What follows belongs to an exercise in optimizing a design on an open flow for small area, a short achievable clock period and few clock cycles; a production flow would make more cautious choices. In this exercise RTL edits were held to simulation tests only and were not proved equivalent to the original. Power and IR drop assume default switching activity.

==> flow/design.v <==
`timescale 1ns/10ps
module LBP ( clk, reset, gray_addr, gray_req, gray_data, lbp_addr, lbp_write, lbp_data, finish);
input   	clk;
input   	reset;
output  [5:0] 	gray_addr;
output        	gray_req;
input   	[7:0] 	gray_data;
output reg [5:0] 	lbp_addr;
output reg 		lbp_write;
output reg [7:0] 	lbp_data;
output reg 	finish;
reg [5:0] cnt;
wire [2:0] r = cnt[5:3];
wire [2:0] c = cnt[2:0];
assign gray_addr = cnt;
assign gray_req  = 1'b1;
always @(posedge clk or posedge reset)
begin
	if (reset) begin
		cnt <= 6'd0;
		finish <= 1'b0;
	end else begin
		cnt <= cnt + 6'd1;
		if (cnt == 6'd63) finish <= 1'b1;
	end
end
always @(posedge clk)
begin
	lbp_write <= !finish && (r >= 3'd2) && (c >= 3'd2);
end
reg [7:0] s1, s2, s3, s4, s5, s6, s7, s8, s9;
wire [7:0] n = gray_data;     
wire [7:0] a = s9;            
wire [7:0] b = s8;            
wire [7:0] cc = s7;           
wire [7:0] d = s1;            
always @(posedge clk)
begin
	s1 <= n; s2 <= s1; s3 <= s2; s4 <= s3; s5 <= s4;
	s6 <= s5; s7 <= s6; s8 <= s7; s9 <= s8;
end
reg [3:0] l0_1, l0_2, l0_3, l0_4, l0_5, l0_6, l0_7, l0_8, l0_9;
reg [1:0] l5;
reg       l6;
function [1:0] cmp;   
	input [7:0] x, y;
	reg [7:0] g, p;
	reg [3:0] g2, p2;
	reg [1:0] g4, p4;
	begin
		g = x & ~y;
		p = x | ~y;
		g2 = {g[7] | p[7] & g[6], g[5] | p[5] & g[4], g[3] | p[3] & g[2], g[1] | p[1] & g[0]};
		p2 = {g[7] | p[7] & p[6], g[5] | p[5] & p[4], g[3] | p[3] & p[2], g[1] | p[1] & p[0]};
		g4 = {g2[3] | p2[3] & g2[2], g2[1] | p2[1] & g2[0]};
		p4 = {g2[3] | p2[3] & p2[2], g2[1] | p2[1] & p2[0]};
		cmp = {g4[1] | p4[1] & g4[0], g4[1] | p4[1] & p4[0]};
	end
endfunction
wire [1:0] ca = cmp(a, n), cb = cmp(b, n), cc2 = cmp(cc, n), cd = cmp(d, n), cba = cmp(b, a);
wire a_ge = ca[0], n_ge_a = ~ca[1];
wire b_ge = cb[0], n_ge_b = ~cb[1];
wire c_ge = cc2[0], n_ge_c = ~cc2[1];
wire d_ge = cd[0];
wire b_ge_a = cba[0];
always @(posedge clk)
begin
	l0_1 <= {d_ge, c_ge, b_ge, a_ge};
	l0_2 <= l0_1; l0_3 <= l0_2; l0_4 <= l0_3; l0_5 <= l0_4;
	l0_6 <= l0_5; l0_7 <= l0_6; l0_8 <= l0_7; l0_9 <= l0_8;
	l5 <= {l5[0], n_ge_c};
	l6 <= n_ge_b;
	lbp_data <= {n_ge_a, l6, l5[1], b_ge_a, l0_9};
	lbp_addr <= {r - 3'd1, c - 3'd1};
end
endmodule
==> flow/config.mk <==
export PLATFORM = sky130hd
export DESIGN_NAME = LBP
export DESIGN_NICKNAME = LBP
export VERILOG_FILES = /design/flow/design.v
export SDC_FILE = /design/flow/constraint.sdc
export NUM_CORES = 4
export LEC_CHECK = 0
export CAP_MARGIN = 20
export CORE_MARGIN = 2
export CORE_UTILIZATION = 55
export CTS_BUF_LIST = sky130_fd_sc_hd__clkbuf_8 sky130_fd_sc_hd__clkbuf_4
export CTS_CLUSTER_DIAMETER = 100
export CTS_CLUSTER_SIZE = 40
export SETUP_SLACK_MARGIN = 2.3
export SLEW_MARGIN = 20
==> flow/constraint.sdc <==
create_clock -name core_clock -period 4.0 [get_ports {clk}]
set_input_delay 0.8000 -clock core_clock [delete_from_list [all_inputs] [get_ports {clk}]]
set_output_delay 0.8000 -clock core_clock [all_outputs]
set_load 0.01 [all_outputs]
standard.sh (not shown) runs the stock make flow with config.mk's settings and CLKGATE_MAP_FILE= SYNTH_SCRIPT=/design/flow/synth_recipe.tcl, a recipe that flattens the netlist after the stock synthesis.
==> flow/flow/run.sh <==
#!/bin/bash
# The standard layout, with plain buf_2 cells as the port buffers and a
# clock tree without dummy loads.
set -euo pipefail
export BUFFER_PORTS_ARGS="-buffer_cell sky130_fd_sc_hd__buf_2"
export CTS_ARGS="-sink_clustering_enable -repair_clock_nets -sink_clustering_size 50 -sink_clustering_max_diameter 100 -buf_list {sky130_fd_sc_hd__clkbuf_8} -root_buf sky130_fd_sc_hd__clkbuf_16 -dont_use_dummy_load"
bash standard.sh > standard.log 2>&1
Testbench counts at the start, summed over its fixed seeds: cycles 4,160.
Rerun with:
==> flow/flow/run.sh (replaced) <==
#!/bin/bash
# The standard layout, with plain buf_2 cells as the port buffers and a
# clock tree without dummy loads.
set -euo pipefail
export BUFFER_PORTS_ARGS="-buffer_cell sky130_fd_sc_hd__buf_2"
export CTS_ARGS="-sink_clustering_enable -repair_clock_nets -sink_clustering_size 50 -sink_clustering_max_diameter 100 -buf_list {sky130_fd_sc_hd__clkbuf_16 sky130_fd_sc_hd__clkbuf_8} -root_buf sky130_fd_sc_hd__clkbuf_16 -dont_use_dummy_load -sink_buffer_max_cap_derate 1.0"
bash standard.sh > standard.log 2>&1
After rerunning: The new run passed the timing, design-rule and antenna checks; die area is unchanged; hold slack gets better by 0.0046 ns; utilization is higher by 2.5 points; clock skew decreases by 0.0064 ns; total power rose by 16%.

========
Another version of the RTL of LBP (not shown whole).
Size: ~33 I/O pins, about 3900 µm² of cells after synthesis.
## LBP
module LBP ( clk, reset, gray_addr, gray_req, gray_data, lbp_addr, lbp_write, lbp_data, finish);
clock: 4.0 ns
lec_check: 0
cap_margin: 20
core_margin: 2
core_utilization: 55
cts_buf_list: sky130_fd_sc_hd__clkbuf_16
cts_cluster_diameter: 200
cts_cluster_size: 100
setup_slack_margin: 2.2
slew_margin: 20
run.sh (not shown) runs the stock make flow with config.mk's settings and CLKGATE_MAP_FILE= SYNTH_SCRIPT=/design/flow/synth_recipe.tcl, a recipe that flattens the netlist after the stock synthesis.
Stock flow here: none of the scripts above is used.
Testbench counts at the start, summed over its fixed seeds: cycles 4,160.
Next try:
Settings changed: CORE_UTILIZATION 55 to 70, SETUP_SLACK_MARGIN 2.2 to 2.5.
Outcome: With this change the flow failed in global routing (5_1_grt) with DPL-0038. Area after synthesis stays the same. Synthesized cell count does not change.
Next try:
Settings changed: ABC_AREA set to 1, CORE_UTILIZATION 70 to 40, CTS_BUF_LIST sky130_fd_sc_hd__clkbuf_16 to unset, CTS_CLUSTER_DIAMETER 200 to unset, CTS_CLUSTER_SIZE 100 to unset, SETUP_SLACK_MARGIN 2.5 to unset.
Result:
- With this change the flow finished clean
- synthesized cell count grows by roughly a tenth
- area after synthesis grows slightly
Next try:
Settings changed: ABC_AREA 1 to unset.
The new run completed with no timing, DRC or antenna violations. Worst setup slack gets worse by 0.028 ns. Total power fell by 1.8%. Die area went down by 1.2%. Routed wire length grows by 5.4%. Maximum frequency fell by about 1.2%. Non-clock buffer count stays the same. Design area shrinks by 1.3%. Hold slack is about the same. Via count goes down by 2.9%.

==> port drivers added, routing unchanged <==
Ports are ideal in the flow. The routed layouts listed here were re-timed in OpenROAD.
Step 1, drivers: a clkbuf_16 drives clk and a buf_2 each remaining input, both assumed.
Step 2 adds t to the input delays and takes it off the output delays; t is the mean of the earliest and latest rising clock arrival at the registers after step 1. Input paths then give back, and output paths get back, about the clock's delay inside the block.
Slacks: no drivers / after step 1 / after step 2; pairs: no drivers / after step 1.
run	t, ns	slack for setup (ns)	hold slack, ns
the first run of note 1	0.376	2.173 / 2.143 / 1.767	0.302 / 0.302 / 0.302
the second run of note 1	0.422	2.195 / 2.182 / 1.760	0.307 / 0.307 / 0.307
the first run of note 2	0.438	2.238 / 2.200 / 1.858	0.325 / 0.325 / 0.325
the third run of note 2	0.535	1.635 / 1.605 / 1.660	0.323 / 0.323 / 0.323
the fourth run of note 2	0.534	1.607 / 1.577 / 1.585	0.320 / 0.320 / 0.320
After both steps every run listed still meets setup and hold. The setup slack of the second run of note 1, which loses most, moves by -0.013 ns with the drivers and by -0.435 ns with both steps.
